From an optimization exercise on the open Yosys and OpenROAD flow, aimed at small area and a short achievable clock period; shortcuts taken in it are not production practice. Function was not checked in any run shown here: the RTL went through the layout flow alone. Power is estimated from default activity; no workload was simulated.

**flow/design.v**
```verilog
module fp1(a, plo, one, two, neg, rx, ry);
input wire [10:0] a;
input wire [14:0] plo;
input wire [3:0] one, two;
input wire [2:0] neg;
wire [2:0] nneg = ~neg;
output wire [20:0] rx, ry;
wire pp_0_0;
wire pp_0_1;
wire pp_0_2;
wire pp_0_3;
wire pp_0_4;
wire pp_0_5;
wire pp_0_6;
wire pp_0_7;
wire pp_0_8;
wire pp_0_9;
wire pp_0_10;
wire pp_0_11;
wire pp_1_0;
wire pp_1_1;
wire pp_1_2;
wire pp_1_3;
wire pp_1_4;
wire pp_1_5;
wire pp_1_6;
wire pp_1_7;
wire pp_1_8;
wire pp_1_9;
wire pp_1_10;
wire pp_1_11;
wire pp_2_0;
wire pp_2_1;
wire pp_2_2;
wire pp_2_3;
wire pp_2_4;
wire pp_2_5;
wire pp_2_6;
wire pp_2_7;
wire pp_2_8;
wire pp_2_9;
wire pp_2_10;
wire pp_2_11;
wire pp_3_0;
wire pp_3_1;
wire pp_3_2;
wire pp_3_3;
wire pp_3_4;
wire pp_3_5;
wire pp_3_6;
wire pp_3_7;
wire pp_3_8;
wire pp_3_9;
wire pp_3_10;
wire hs0;
wire hc0;
wire hs1;
wire hc1;
wire hs2;
wire hc2;
wire fs0;
wire fc0;
wire hs3;
wire hc3;
wire fs1;
wire fc1;
wire hs4;
wire hc4;
wire fs2;
wire fc2;
wire fs3;
wire fc3;
wire hs5;
wire hc5;
wire fs4;
wire fc4;
wire fs5;
wire fc5;
wire fs6;
wire fc6;
wire fs7;
wire fc7;
wire fs8;
wire fc8;
wire fs9;
wire fc9;
wire fs10;
wire fc10;
wire fs11;
wire fc11;
wire fs12;
wire fc12;
wire fs13;
wire fc13;
wire fs14;
wire fc14;
wire fs15;
wire fc15;
wire fs16;
wire fc16;
wire fs17;
wire fc17;
wire fs18;
wire fc18;
wire fs19;
wire fc19;
wire fs20;
wire fc20;
wire hs6;
wire hc6;
wire fs21;
wire fc21;
wire fs22;
wire fc22;
wire hs7;
wire hc7;
wire fs23;
wire fc23;
wire fs24;
wire fc24;
wire hs8;
wire hc8;
wire fs25;
wire fc25;
wire fs26;
wire fc26;
wire hs9;
wire hc9;
wire fs27;
wire fc27;
wire fs28;
wire fc28;
wire pp_2_11_n;
wire hs10;
wire hc10;
wire fs29;
wire fc29;
wire hs11;
wire hc11;
wire fs30;
wire fc30;
assign pp_0_0 = (one[0] & a[0]) ^ neg[0];
assign pp_0_1 = ((one[0] & a[1]) | (two[0] & a[0])) ^ neg[0];
assign pp_0_2 = ((one[0] & a[2]) | (two[0] & a[1])) ^ neg[0];
assign pp_0_3 = ((one[0] & a[3]) | (two[0] & a[2])) ^ neg[0];
assign pp_0_4 = ((one[0] & a[4]) | (two[0] & a[3])) ^ neg[0];
assign pp_0_5 = ((one[0] & a[5]) | (two[0] & a[4])) ^ neg[0];
assign pp_0_6 = ((one[0] & a[6]) | (two[0] & a[5])) ^ neg[0];
assign pp_0_7 = ((one[0] & a[7]) | (two[0] & a[6])) ^ neg[0];
assign pp_0_8 = ((one[0] & a[8]) | (two[0] & a[7])) ^ neg[0];
assign pp_0_9 = ((one[0] & a[9]) | (two[0] & a[8])) ^ neg[0];
assign pp_0_10 = ((one[0] & a[10]) | (two[0] & a[9])) ^ neg[0];
assign pp_0_11 = (two[0] & a[10]) ^ neg[0];
assign pp_1_0 = (one[1] & a[0]) ^ neg[1];
assign pp_1_1 = ((one[1] & a[1]) | (two[1] & a[0])) ^ neg[1];
assign pp_1_2 = ((one[1] & a[2]) | (two[1] & a[1])) ^ neg[1];
assign pp_1_3 = ((one[1] & a[3]) | (two[1] & a[2])) ^ neg[1];
assign pp_1_4 = ((one[1] & a[4]) | (two[1] & a[3])) ^ neg[1];
assign pp_1_5 = ((one[1] & a[5]) | (two[1] & a[4])) ^ neg[1];
assign pp_1_6 = ((one[1] & a[6]) | (two[1] & a[5])) ^ neg[1];
assign pp_1_7 = ((one[1] & a[7]) | (two[1] & a[6])) ^ neg[1];
assign pp_1_8 = ((one[1] & a[8]) | (two[1] & a[7])) ^ neg[1];
assign pp_1_9 = ((one[1] & a[9]) | (two[1] & a[8])) ^ neg[1];
assign pp_1_10 = ((one[1] & a[10]) | (two[1] & a[9])) ^ neg[1];
assign pp_1_11 = (two[1] & a[10]) ^ neg[1];
assign pp_2_0 = (one[2] & a[0]) ^ neg[2];
assign pp_2_1 = ((one[2] & a[1]) | (two[2] & a[0])) ^ neg[2];
assign pp_2_2 = ((one[2] & a[2]) | (two[2] & a[1])) ^ neg[2];
assign pp_2_3 = ((one[2] & a[3]) | (two[2] & a[2])) ^ neg[2];
assign pp_2_4 = ((one[2] & a[4]) | (two[2] & a[3])) ^ neg[2];
assign pp_2_5 = ((one[2] & a[5]) | (two[2] & a[4])) ^ neg[2];
assign pp_2_6 = ((one[2] & a[6]) | (two[2] & a[5])) ^ neg[2];
assign pp_2_7 = ((one[2] & a[7]) | (two[2] & a[6])) ^ neg[2];
assign pp_2_8 = ((one[2] & a[8]) | (two[2] & a[7])) ^ neg[2];
assign pp_2_9 = ((one[2] & a[9]) | (two[2] & a[8])) ^ neg[2];
assign pp_2_10 = ((one[2] & a[10]) | (two[2] & a[9])) ^ neg[2];
assign pp_2_11 = (two[2] & a[10]) ^ neg[2];
assign pp_3_0 = (one[3] & a[0]);
assign pp_3_1 = ((one[3] & a[1]) | (two[3] & a[0]));
assign pp_3_2 = ((one[3] & a[2]) | (two[3] & a[1]));
assign pp_3_3 = ((one[3] & a[3]) | (two[3] & a[2]));
assign pp_3_4 = ((one[3] & a[4]) | (two[3] & a[3]));
assign pp_3_5 = ((one[3] & a[5]) | (two[3] & a[4]));
assign pp_3_6 = ((one[3] & a[6]) | (two[3] & a[5]));
assign pp_3_7 = ((one[3] & a[7]) | (two[3] & a[6]));
assign pp_3_8 = ((one[3] & a[8]) | (two[3] & a[7]));
assign pp_3_9 = ((one[3] & a[9]) | (two[3] & a[8]));
assign pp_3_10 = ((one[3] & a[10]) | (two[3] & a[9]));
ha_c u_h0(.a(neg[0]), .b(plo[4]), .s(hs0), .co(hc0));
ha_c u_h1(.a(plo[5]), .b(pp_0_1), .s(hs1), .co(hc1));
ha_c u_h2(.a(neg[1]), .b(plo[6]), .s(hs2), .co(hc2));
fa_c u_f0(.a(pp_1_0), .b(pp_0_2), .c(hs2), .s(fs0), .co(fc0));
ha_c u_h3(.a(plo[7]), .b(pp_0_3), .s(hs3), .co(hc3));
fa_c u_f1(.a(hc2), .b(pp_1_1), .c(hs3), .s(fs1), .co(fc1));
ha_c u_h4(.a(neg[2]), .b(plo[8]), .s(hs4), .co(hc4));
fa_c u_f2(.a(pp_1_2), .b(pp_0_4), .c(pp_2_0), .s(fs2), .co(fc2));
fa_c u_f3(.a(hc3), .b(hs4), .c(fs2), .s(fs3), .co(fc3));
ha_c u_h5(.a(plo[9]), .b(pp_0_5), .s(hs5), .co(hc5));
fa_c u_f4(.a(pp_2_1), .b(pp_1_3), .c(hc4), .s(fs4), .co(fc4));
fa_c u_f5(.a(fc2), .b(hs5), .c(fs4), .s(fs5), .co(fc5));
fa_c u_f6(.a(pp_0_6), .b(plo[10]), .c(pp_1_4), .s(fs6), .co(fc6));
fa_c u_f7(.a(pp_3_0), .b(pp_2_2), .c(hc5), .s(fs7), .co(fc7));
fa_c u_f8(.a(fc4), .b(fs6), .c(fs7), .s(fs8), .co(fc8));
fa_c u_f9(.a(pp_0_7), .b(plo[11]), .c(pp_1_5), .s(fs9), .co(fc9));
fa_c u_f10(.a(pp_3_1), .b(pp_2_3), .c(fc6), .s(fs10), .co(fc10));
fa_c u_f11(.a(fc7), .b(fs9), .c(fs10), .s(fs11), .co(fc11));
fa_c u_f12(.a(pp_0_8), .b(plo[12]), .c(pp_1_6), .s(fs12), .co(fc12));
fa_c u_f13(.a(pp_3_2), .b(pp_2_4), .c(fc9), .s(fs13), .co(fc13));
fa_c u_f14(.a(fc10), .b(fs12), .c(fs13), .s(fs14), .co(fc14));
fa_c u_f15(.a(pp_0_9), .b(plo[13]), .c(pp_1_7), .s(fs15), .co(fc15));
fa_c u_f16(.a(pp_3_3), .b(pp_2_5), .c(fc12), .s(fs16), .co(fc16));
fa_c u_f17(.a(fc13), .b(fs15), .c(fs16), .s(fs17), .co(fc17));
fa_c u_f18(.a(pp_0_10), .b(plo[14]), .c(pp_1_8), .s(fs18), .co(fc18));
fa_c u_f19(.a(pp_3_4), .b(pp_2_6), .c(fc15), .s(fs19), .co(fc19));
fa_c u_f20(.a(fc16), .b(fs18), .c(fs19), .s(fs20), .co(fc20));
ha_c u_h6(.a(pp_0_11), .b(pp_1_9), .s(hs6), .co(hc6));
fa_c u_f21(.a(pp_3_5), .b(pp_2_7), .c(hs6), .s(fs21), .co(fc21));
fa_c u_f22(.a(fs21), .b(fc18), .c(fc19), .s(fs22), .co(fc22));
ha_c u_h7(.a(neg[0]), .b(pp_1_10), .s(hs7), .co(hc7));
fa_c u_f23(.a(pp_3_6), .b(pp_2_8), .c(hc6), .s(fs23), .co(fc23));
fa_c u_f24(.a(fs23), .b(hs7), .c(fc21), .s(fs24), .co(fc24));
ha_c u_h8(.a(neg[0]), .b(pp_1_11), .s(hs8), .co(hc8));
fa_c u_f25(.a(pp_3_7), .b(pp_2_9), .c(hc7), .s(fs25), .co(fc25));
fa_c u_f26(.a(fc23), .b(hs8), .c(fs25), .s(fs26), .co(fc26));
ha_c u_h9(.a(nneg[1]), .b(nneg[0]), .s(hs9), .co(hc9));
fa_c u_f27(.a(pp_3_8), .b(pp_2_10), .c(hs9), .s(fs27), .co(fc27));
fa_c u_f28(.a(fs27), .b(hc8), .c(fc25), .s(fs28), .co(fc28));
assign pp_2_11_n = ~pp_2_11;
ha_c u_h10(.a(hc9), .b(pp_3_9), .s(hs10), .co(hc10));
fa_c u_f29(.a(hs10), .b(pp_2_11_n), .c(fc27), .s(fs29), .co(fc29));
ha_c u_h11(.a(nneg[2]), .b(pp_3_10), .s(hs11), .co(hc11));
fa_c u_f30(.a(hc10), .b(pp_2_11), .c(hs11), .s(fs30), .co(fc30));
assign rx = {fs30, fs29, fc26, fs26, fs24, fs22, fc17, fc14, fc11, fc8, fc5, fc3, fc1, fc0, hc1, hc0, pp_0_0, plo[3], plo[2], plo[1], plo[0]};
assign ry = {fc29, fc28, fs28, fc24, fc22, fc20, fs20, fs17, fs14, fs11, fs8, fs5, fs3, fs1, fs0, hs1, hs0, 1'b0, 1'b0, 1'b0, 1'b0};
endmodule
module fa_c(a, b, c, s, co);
input wire a, b, c;
output wire s, co;
assign s = a ^ b ^ c;
assign co = (a & b) | (c & (a ^ b));
endmodule
module ha_c(a, b, s, co);
input wire a, b;
output wire s, co;
assign s = a ^ b;
assign co = a & b;
endmodule
module ha1_c(a, b, s, co);
input wire a, b;
output wire s, co;
assign s = ~(a ^ b);
assign co = a | b;
endmodule
module fp2(s, e, sign, fp_result, under, over);
input wire [20:9] s;
input wire [4:0] e;
input wire sign;
output wire [15:0] fp_result;
output wire under, over;
wire [4:0] e_inc = e + 5'd1;
wire u0 = e > 5'd24;
wire u1 = (e > 5'd23) && (e != 5'd31);    
wire [4:0] te = s[20] ? e : e_inc;
wire [10:0] ts = s[20] ? s[19:9] : s[20:10];
assign fp_result = {sign, te[3:0], ts};
assign under = s[20] ? u0 : u1;
assign over = te[4];
endmodule
module fp_mul(clk, op1, op2, result, under, over);
input wire clk;
input wire [15:0] op1, op2;
output wire [15:0] result;
output wire under, over;
wire [14:0] plo_d = op1[10:0] * op2[3:0];
wire [9:0] bx = {2'b00, op2[10:4], 1'b0};
wire [3:0] one_d, two_d;
wire [2:0] neg_d;
genvar i;
generate for (i = 0; i < 4; i = i + 1) begin : g_booth
	assign one_d[i] = bx[2*i+1] ^ bx[2*i];
	assign two_d[i] = (bx[2*i+2] & ~bx[2*i+1] & ~bx[2*i]) | (~bx[2*i+2] & bx[2*i+1] & bx[2*i]);
	if (i < 3) begin : g_neg
		assign neg_d[i] = bx[2*i+2];
	end
end endgenerate
reg [10:0] sa;
reg [14:0] plo;
reg [3:0] bone, btwo;
reg [2:0] bneg;
reg [4:0] e1;
reg sg1;
always @(posedge clk)
begin
	sa <= op1[10:0];
	plo <= plo_d;
	bone <= one_d;
	btwo <= two_d;
	bneg <= neg_d;
	e1 <= {1'b0, op1[14:11]} + {1'b0, op2[14:11]} - 5'd7;
	sg1 <= op1[15] ^ op2[15];
end
wire [20:0] rx, ry;
fp1 stage1(.a(sa), .plo(plo), .one(bone), .two(btwo), .neg(bneg), .rx(rx), .ry(ry));
wire [20:0] px = rx, py = ry;
wire [20:0] p, g;
wire q1, q2, q3, q4, q5, q6, q7, q8, q9, q10, q11, q12, q13, q14, q15, q16, q17, q18, q19, q20, q21, q22, q23, q24, q25, q26, q27, q28, q29, q30, q31, q32, q33, q34, q35, q36, q37, q38, q39, q40, q41, q42, q43, q44, q45, q46, q47, q48, q49, q50, q51, q52, q53, q54;
assign p[0] = px[0];
assign g[0] = 1'b0;
assign p[1] = px[1];
assign g[1] = 1'b0;
assign p[2] = px[2];
assign g[2] = 1'b0;
assign p[3] = px[3];
assign g[3] = 1'b0;
ha_c u_pg4(.a(px[4]), .b(py[4]), .s(p[4]), .co(g[4]));
ha_c u_pg5(.a(px[5]), .b(py[5]), .s(p[5]), .co(g[5]));
ha_c u_pg6(.a(px[6]), .b(py[6]), .s(p[6]), .co(g[6]));
ha_c u_pg7(.a(px[7]), .b(py[7]), .s(p[7]), .co(g[7]));
ha_c u_pg8(.a(px[8]), .b(py[8]), .s(p[8]), .co(g[8]));
ha_c u_pg9(.a(px[9]), .b(py[9]), .s(p[9]), .co(g[9]));
ha_c u_pg10(.a(px[10]), .b(py[10]), .s(p[10]), .co(g[10]));
ha_c u_pg11(.a(px[11]), .b(py[11]), .s(p[11]), .co(g[11]));
ha_c u_pg12(.a(px[12]), .b(py[12]), .s(p[12]), .co(g[12]));
ha_c u_pg13(.a(px[13]), .b(py[13]), .s(p[13]), .co(g[13]));
ha_c u_pg14(.a(px[14]), .b(py[14]), .s(p[14]), .co(g[14]));
ha_c u_pg15(.a(px[15]), .b(py[15]), .s(p[15]), .co(g[15]));
ha_c u_pg16(.a(px[16]), .b(py[16]), .s(p[16]), .co(g[16]));
ha_c u_pg17(.a(px[17]), .b(py[17]), .s(p[17]), .co(g[17]));
ha_c u_pg18(.a(px[18]), .b(py[18]), .s(p[18]), .co(g[18]));
ha_c u_pg19(.a(px[19]), .b(py[19]), .s(p[19]), .co(g[19]));
ha_c u_pg20(.a(px[20]), .b(py[20]), .s(p[20]), .co(g[20]));
assign q1 = 1'b0;
assign q2 = 1'b0;
assign q3 = p[3] & p[2];
pg_c u_q4(.gh(g[5]), .ph(p[5]), .gl(g[4]), .pl(p[4]), .g(q4), .p(q5));
pg_c u_q6(.gh(g[7]), .ph(p[7]), .gl(g[6]), .pl(p[6]), .g(q6), .p(q7));
assign q8 = p[2] & q1;
g_c u_q9(.gh(q2), .ph(q3), .gl(q1), .g(q9));
pg_c u_q10(.gh(g[6]), .ph(p[6]), .gl(q4), .pl(q5), .g(q10), .p(q11));
pg_c u_q12(.gh(q6), .ph(q7), .gl(q4), .pl(q5), .g(q12), .p(q13));
g_c u_q14(.gh(g[4]), .ph(p[4]), .gl(q9), .g(q14));
g_c u_q15(.gh(q4), .ph(q5), .gl(q9), .g(q15));
g_c u_q16(.gh(q10), .ph(q11), .gl(q9), .g(q16));
g_c u_q17(.gh(q12), .ph(q13), .gl(q9), .g(q17));
g_c u_q18(.gh(g[8]), .ph(p[8]), .gl(q17), .g(q18));
gt2_c u_q19(.x1(px[10]), .y1(py[10]), .x0(px[9]), .y0(py[9]), .g(q19), .t(q20));
gt2_c u_q21(.x1(px[12]), .y1(py[12]), .x0(px[11]), .y0(py[11]), .g(q21), .t(q22));
mj_c u_q23(.a(px[11]), .b(py[11]), .c(q19), .m(q23));
assign q26 = px[9] & py[9];
xr_c u_q27(.a(px[9]), .b(py[9]), .y(q27));
xr_c u_q28(.a(px[10]), .b(py[10]), .y(q28));
xr_c u_q29(.a(px[11]), .b(py[11]), .y(q29));
xr_c u_q30(.a(px[12]), .b(py[12]), .y(q30));
wire [3:0] bs0 = {q30 ^ q23, q29 ^ q19, q28 ^ q26, q27};
g_c u_q24(.gh(q21), .ph(q22), .gl(q19), .g(q24));
assign q25 = q22 & q20;
gt2_c u_q31(.x1(px[14]), .y1(py[14]), .x0(px[13]), .y0(py[13]), .g(q31), .t(q32));
gt2_c u_q33(.x1(px[16]), .y1(py[16]), .x0(px[15]), .y0(py[15]), .g(q33), .t(q34));
mj_c u_q35(.a(px[15]), .b(py[15]), .c(q31), .m(q35));
assign q38 = px[13] & py[13];
xr_c u_q39(.a(px[13]), .b(py[13]), .y(q39));
xr_c u_q40(.a(px[14]), .b(py[14]), .y(q40));
xr_c u_q41(.a(px[15]), .b(py[15]), .y(q41));
xr_c u_q42(.a(px[16]), .b(py[16]), .y(q42));
wire [3:0] bs1 = {q42 ^ q35, q41 ^ q31, q40 ^ q38, q39};
g_c u_q36(.gh(q33), .ph(q34), .gl(q31), .g(q36));
assign q37 = q34 & q32;
gt2_c u_q43(.x1(px[18]), .y1(py[18]), .x0(px[17]), .y0(py[17]), .g(q43), .t(q44));
gt2_c u_q45(.x1(px[20]), .y1(py[20]), .x0(px[19]), .y0(py[19]), .g(q45), .t(q46));
mj_c u_q47(.a(px[19]), .b(py[19]), .c(q43), .m(q47));
assign q50 = px[17] & py[17];
xr_c u_q51(.a(px[17]), .b(py[17]), .y(q51));
xr_c u_q52(.a(px[18]), .b(py[18]), .y(q52));
xr_c u_q53(.a(px[19]), .b(py[19]), .y(q53));
xr_c u_q54(.a(px[20]), .b(py[20]), .y(q54));
wire [3:0] bs2 = {q54 ^ q47, q53 ^ q43, q52 ^ q50, q51};
assign q49 = q51 & q52 & q53;
reg hc;
reg [3:0] bs0r;
reg bg0;
reg bp0;
reg [3:0] bs1r;
reg bg1;
reg bp1;
reg [3:0] bs2r;
reg bt;
reg [4:0] e2;
reg sg2;
always @(posedge clk)
begin
	hc <= q18;
	bs0r <= bs0;
	bg0 <= q24;
	bp0 <= q25;
	bs1r <= bs1;
	bg1 <= q36;
	bp1 <= q37;
	bs2r <= bs2;
	bt <= q49;
	e2 <= e1;
	sg2 <= sg1;
end
wire c0 = hc;
wire c1 = bg0 | (bp0 & c0);
wire c2 = bg1 | (bp1 & c1);
wire [3:0] bi0 = bs0r + c0;
wire [3:0] bi1 = bs1r + c1;
wire [3:0] bi2 = bs2r + c2;
wire s20 = bs2r[3] ^ (c2 & bt);
wire [20:9] s = {s20, bi2[2:0], bi1, bi0};
fp2 stage2(.s(s), .e(e2), .sign(sg2), .fp_result(result), .under(under), .over(over));
endmodule
module gt2_c(x1, y1, x0, y0, g, t);
input wire x1, y1, x0, y0;
output wire g, t;
assign g = (x1 & y1) | ((x1 | y1) & x0 & y0);
assign t = (x1 | y1) & (x0 | y0);
endmodule
module mj_c(a, b, c, m);
input wire a, b, c;
output wire m;
assign m = (a & b) | ((a | b) & c);
endmodule
module xr_c(a, b, y);
input wire a, b;
output wire y;
assign y = a ^ b;
endmodule
module pg_c(gh, ph, gl, pl, g, p);
input wire gh, ph, gl, pl;
output wire g, p;
assign g = gh | (ph & gl);
assign p = ph & pl;
endmodule
module g_c(gh, ph, gl, g);
input wire gh, ph, gl;
output wire g;
assign g = gh | (ph & gl);
endmodule
```
**flow/constraint.sdc**
```tcl
create_clock -name core_clock -period 5.3 [get_ports {clk}]
set_input_delay 1.0600 -clock core_clock [delete_from_list [all_inputs] [get_ports {clk}]]
set_output_delay 1.0600 -clock core_clock [all_outputs]
set_load 0.01 [all_outputs]
```
**flow/config.mk**
```make
export PLATFORM = sky130hd
export DESIGN_NAME = fp_mul
export DESIGN_NICKNAME = fp_mul
export VERILOG_FILES = /design/flow/design.v
export SDC_FILE = /design/flow/constraint.sdc
export NUM_CORES = 4
export LEC_CHECK = 0
export CAP_MARGIN = 20
export CORE_MARGIN = 2
export CORE_UTILIZATION = 40
export SETUP_SLACK_MARGIN = 2.2
export SLEW_MARGIN = 20
export SYNTH_HIERARCHICAL = 1
export SYNTH_MINIMUM_KEEP_SIZE = 0
```
**flow/flow/run.sh**
```bash
#!/bin/bash
# The standard layout (the standard.sh) with changes: plain buf_1
# cells as the input and output port buffers instead of the ones
# buffer_ports picks, clock tree synthesis without dummy load cells,
# and the ORFS settings below.
export BUFFER_PORTS_ARGS="-buffer_cell sky130_fd_sc_hd__buf_1"
export CTS_ARGS="-sink_clustering_enable -repair_clock_nets -buf_list sky130_fd_sc_hd__clkbuf_8 -dont_use_dummy_load"
export SETUP_MOVE_SEQUENCE="unbuffer,sizeup,swap"
bash standard.sh > standard.log 2>&1
```
**flow/standard.sh**
```bash
#!/bin/bash
# synth_recipe.tcl (not shown) runs the flow's synth.tcl, then flattens the netlist and writes it again
# the make line also repeats each setting of config.mk as NAME=value (left out here)
make -C /OpenROAD-flow-scripts/flow DESIGN_CONFIG=/design/flow/config.mk WORK_HOME=/design/flow/orfs CLKGATE_MAP_FILE= SYNTH_SCRIPT=/design/flow/synth_recipe.tcl "${@:-finish}"
```
==> results of run 1 <==
## placed cells by master (no fill, tap or decap), drive strengths merged, types with 4 or more instances in the layout
cell and instances:
a211oi 4, a21o 16, a21oi 12, a22o 10
a22oi 30, a31oi 6, and2 41, buf 44
clkbuf 15, dfxtp 65, fa 50, ha 53
inv 47, mux2 12, nand2 26, nand2b 6
nand3 5, nor2 16, nor3 4, o21ai 7
o22a 4, xnor2 50, xor2 26
## worst max-delay path: cells and delay by family
| kind | cells | cell delay (ns) |
|---|---|---|
| fa+ha+maj | 3 | 1.25 |
| buf+inv | 3 | 0.20 |
| mux | 1 | 0.13 |
| simple gates | 3 | 0.84 |
| compound gates | 2 | 0.41 |
## final timing paths
kind                              from      end  cells after the start
worst min register to register   e1[2]    e2[2]                      0
worst max-delay path            op1[3]  plo[14]                     12
worst min-delay path             e1[2]    e2[2]                      0
worst max register to register   sa[6]  bs1r[3]                      9
## layout make-up
class                   count  share of cell area [%]
repair buffers             50                    5.00
flip-flops and latches     65                    20.3
inverters                  47                    2.72
well taps                 184                    3.55
multi-input cells         414                    66.5
clock buffers               9                    1.91
## stage by stage
stage | hold slack (ns) | std cells | util [%] | area (µm²)
6_report | 0.331 | 769 | 44.3 | 6480
5_1_grt | 0.341 | 769 | 44.3 | 6480
4_1_cts | 0.336 | 769 | 43.6 | 6380
3_5_place_dp | 0.319 | 760 | 41.4 | 6060
3_3_place_gp | 0.311 | 760 | 41.4 | 6060
2_1_floorplan | 0.310 | 595 | - | 6210
## power breakdown
part           total (µW)  internal, µW  switching, µW
combinational        2100          1120            984
sequential            757           655            102
clock                 311           151            160
## metal layers
metal  vias to the layer above  routed length (µm)  GRT usage (%)
met3                        12                 264           2.14
met2                        59                4990           23.0
met5                         -                   0              0
met4                         0                 197           6.21
met1                      1824                4740           16.6
li1                       1913                   -              -
## repair_timing
action,4_1_cts,5_1_grt
gates resized for setup,69,45
setup endpoints to repair,34,30
pin swaps,28,33
## state kept, by name (all words and copies together), names as in the netlist, 5 cells and up
register	count
sa	11
e2	5
e1	5
plo	13
==> flow_metrics.tcl, run 1 <==
set metrics [dict create \
    period_needed_ns 3.67 \
    drt_iter0_drc 107 \
    worst_setup_path_end_kind "flop" \
    drive_gt1_share_pct 26.3 \
    leakagePower_uw 0.00285 \
    cts_setup_buffers 0 \
    hp-class "reg -> reg" \
    path_class "in -> reg" \
    status "timing/DRC/antenna clean" \
    numPortBuffers 50 \
    clkLatencyLatePin_ns 0.35 \
    die_h_um 127 \
    worstPathRequired_ns 5.51 \
    first_global_vias 3862 \
    clock_skew_ns 0.0180 \
    path_clk_slew_ns 0.06 \
    critPathArrivalTime_ns 3.88 \
    start_util_pct 41.3 \
    cts_buffers 9 \
    drt_wl_total_um 10200 \
    cpMostUsedCell "fa_1" \
    slew_headroom_pct 53.0 \
    max_cap_viol_count 0 \
    drv_slew 0 \
    synth_area_per_cell_um2 10.2 \
    core-area_um2 14600 \
    finalSetupViolCount 0 \
    grt_max_degree 19 \
    root_buffer "clkbuf_8" \
    fillers 1431 \
    syn_area_um2 6050 \
    worstPathCellList "buf_8 > and2_4 > fa_1 > inv_1 > fa_1 > inv_2 > ha_4 > and2b_2 > o31ai_4 > a211oi_2 > mux2i_1 > or4_1" \
    crit_path_start_kind "input port" \
    ctsHoldBuffers 0 \
    worstMarginPinSlew_ns 0.705 \
    netlist_instances 594 \
    dr.pass1.iters 4 \
    rrSetupSlack_ns 2.12 \
    post-route-period-util_pct 69.2 \
    die_area_um2 16100 \
    cpMaxStageDelayCell "fa_1" \
    syn2layout_area_growth_pct 7.15 \
    max_freq_ghz 0.273 \
    rsz0062_at_grt "true" \
    place_congestion 0.814 \
    dpl.hpwl_um 8410 \
    setup_tns_ns 0 \
    cts.sinks 65 \
    power_uw 3170 \
    grt_pass1_wl_um 17700 \
    setup_ws_ns 1.63 \
    htree_num_levels 3 \
    viasPerCell 4.95 \
    critPathMaxStageDelay_ns 0.54 \
    vias 3808 \
    clockBufferDepth 2 \
    multi_input_area_um2 4310 \
    pre_cts_ws_ns 0.938 \
    cts_tree "built" \
    antenna_found_initial 0 \
    hold_violations 0 \
    grt_util_all_layers_pct 13.4 \
    ff_latch_area_um2 1320 \
    pin_count 51 \
    overflow 0 \
    fin_nets 723 \
    vdd_drop_max_v 0.000226 \
    yosysWarnings 7 \
    antenna_cells 0 \
    drc 0 \
    critPathMaxFanout 5 \
    antenna_left 0 \
    detail_route.wl_per_cell_um 13.3 \
    powerDensity_nw_per_um2 489 \
    die_x_um 127 \
    rows 44 \
]
==> inputs of run 2 (changes only) <==
--- a/flow/config.mk
+++ b/flow/config.mk
@@ -8,7 +8,7 @@
 export CAP_MARGIN = 20
 export CORE_MARGIN = 2
 export CORE_UTILIZATION = 40
-export SETUP_SLACK_MARGIN = 2.2
+export SETUP_SLACK_MARGIN = 2.0
 export SLEW_MARGIN = 20
 export SYNTH_HIERARCHICAL = 1
 export SYNTH_MINIMUM_KEEP_SIZE = 0
==> flow_metrics.tcl, run 2 <==
set metrics [dict create \
    status "timing/DRC/antenna clean" \
    antenna_left 0 \
    cpMaxStageDelayCell "fa_1" \
    drive_gt1_share_pct 22.6 \
    antenna_found_initial 0 \
    synth_area_per_cell_um2 10.2 \
    syn_area_um2 6050 \
    fin_nets 723 \
    path_class "in -> reg" \
    cts_setup_buffers 0 \
    clock_skew_ns 0.0298 \
    vdd_drop_max_v 0.000219 \
    dpl.hpwl_um 8520 \
    final_core_util_pct 43.7 \
    pin_count 51 \
    cts_tree "built" \
    critPathArrivalTime_ns 3.89 \
    final_cell_mix "dfxtp_1 (54), xnor2_1 (49), fa_1 (49)" \
    viasPerCell 4.98 \
    hold_slack_ns 0.324 \
    cts.sinks 65 \
    regMostFlops "plo" \
    pre_cts_ws_ns 1.01 \
    drv_slew 0 \
    multi_input_area_um2 4270 \
    core-area_um2 14600 \
    critPathMaxStageDelay_ns 0.52 \
    fillers 1418 \
    netlist_instances 594 \
    dr.pass1.iters 4 \
    crit_path_start_kind "input port" \
    place_congestion 0.804 \
    setup_ws_ns 1.62 \
    numPortBuffers 50 \
    worstMarginPinSlew_ns 0.721 \
    clockBufferDepth 2 \
    drt_wl_total_um 10300 \
    start_util_pct 41.3 \
    finalSetupViolCount 0 \
    first_global_vias 3881 \
    period_needed_ns 3.68 \
    grt_pass1_wl_um 17800 \
    path_clk_slew_ns 0.06 \
    critPathMaxFanout 8 \
    leakagePower_uw 0.00281 \
    cp_top_family "adder cells" \
    slew_headroom_pct 51.9 \
    detail_route.wl_per_cell_um 13.4 \
    drt_iter0_drc 109 \
    grt_max_degree 19 \
    antenna_cells 0 \
    drc 0 \
    hold_violations 0 \
    ff_latch_area_um2 1320 \
    overflow 0 \
    setup_tns_ns 0 \
    post-route-period-util_pct 69.4 \
    rows 44 \
    syn2layout_area_growth_pct 5.77 \
    critPathBufInv 3 \
    htree_num_levels 3 \
    powerDensity_nw_per_um2 488 \
    layout_commonest_cell "dfxtp_1" \
    rsz0062_at_grt "true" \
    worst_setup_path_end_kind "flop" \
    clkLatencyLatePin_ns 0.35 \
    max_freq_ghz 0.272 \
    root_buffer "clkbuf_8" \
    vias 3832 \
    die_area_um2 16100 \
    rrSetupSlack_ns 2.13 \
    worstPathCellList "buf_1 > and2_4 > fa_1 > inv_1 > fa_1 > inv_1 > ha_4 > nand4_1 > a211oi_2 > mux2i_1 > or4_1" \
    die_h_um 127 \
    largest_register_ffs 13 \
    die_x_um 127 \
    worstPathRequired_ns 5.51 \
    grt_util_all_layers_pct 13.2 \
    cts_buffers 9 \
    yosysWarnings 7 \
    reg.largest.list "plo (13), sa (11)" \
    max_cap_viol_count 0 \
    hp-class "reg -> reg" \
]
[run 2: final timing paths]
path / from / to / cells past startpoint
setup / recovery: op1[6] / plo[14] / 11
setup reg to reg: bneg[0] / bs1r[3] / 8
hold reg to reg: e1[1] / e2[1] / 0
hold / removal: e1[1] / e2[1] / 0
[run 2: per-layer routing]
metal,GRT usage [%],vias to the layer above,routed length [µm]
li1,-,1911,-
met3,2.47,17,339
met1,17.0,1842,4720
met4,4.14,0,185
met2,22.6,62,5030
met5,0,-,0
[run 2: final cells by class]
cell class / instances / share of cell area, %
Clock buffer: 9 / 1.94
Inverter: 47 / 2.76
Multi-Input combinational cell: 414 / 66.7
Sequential cell: 65 / 20.6
Tap cell: 184 / 3.60
Timing Repair Buffer: 50 / 4.34
[run 2: metrics by stage]
step / cells / instance area, µm² / power, µW
3_3_place_gp: 760 / 6050 / 2660
4_1_cts: 769 / 6270 / 3040
6_report: 769 / 6400 / 3120
2_1_floorplan: 595 / 6200 / 2570
3_5_place_dp: 760 / 6050 / 2700
5_1_grt: 769 / 6400 / 3430
[run 2: what timing repair did]
item                       4_1_cts  5_1_grt
hold buffers                     0        0
pin swaps                        8       22
setup endpoints to repair       27       24
resized for setup               33       53
[run 2: where the power goes]
group,internal (µW),switching (µW),total (µW)
Combinational,1070,987,2060
Sequential,654,100,755
Clock,150,155,306
Total,1880,1240,3120

afterwards: timing with drivers on the ports:
The results above use ideal ports. As a check the final layouts listed here were re-extracted and re-timed, cells and wires unchanged. Step 1 sets driving cells, clkbuf_16 on the clock port and buf_2 on the other inputs (assumed; they add their load-dependent delay and slew). Step 2 also shifts input and output timing later by t, the mid clock arrival at the registers, as if the neighbouring blocks saw the same clock. Slacks: ideal ports / drivers / drivers and shift; pairs: ideal ports / drivers.
run	t, ns	setup slack, ns	slew at the worst register clock pin (ns)	pins driven straight from the clock port
run 1	0.377	1.634 / 1.633 / 1.257	0.07 / 0.07	1
run 2	0.367	1.619 / 1.614 / 1.247	0.08 / 0.08	1
After both steps setup and hold are still met in every run listed. For run 1, which loses most, drivers alone change the setup slack by -0.001 ns; drivers and shift together by -0.377 ns.
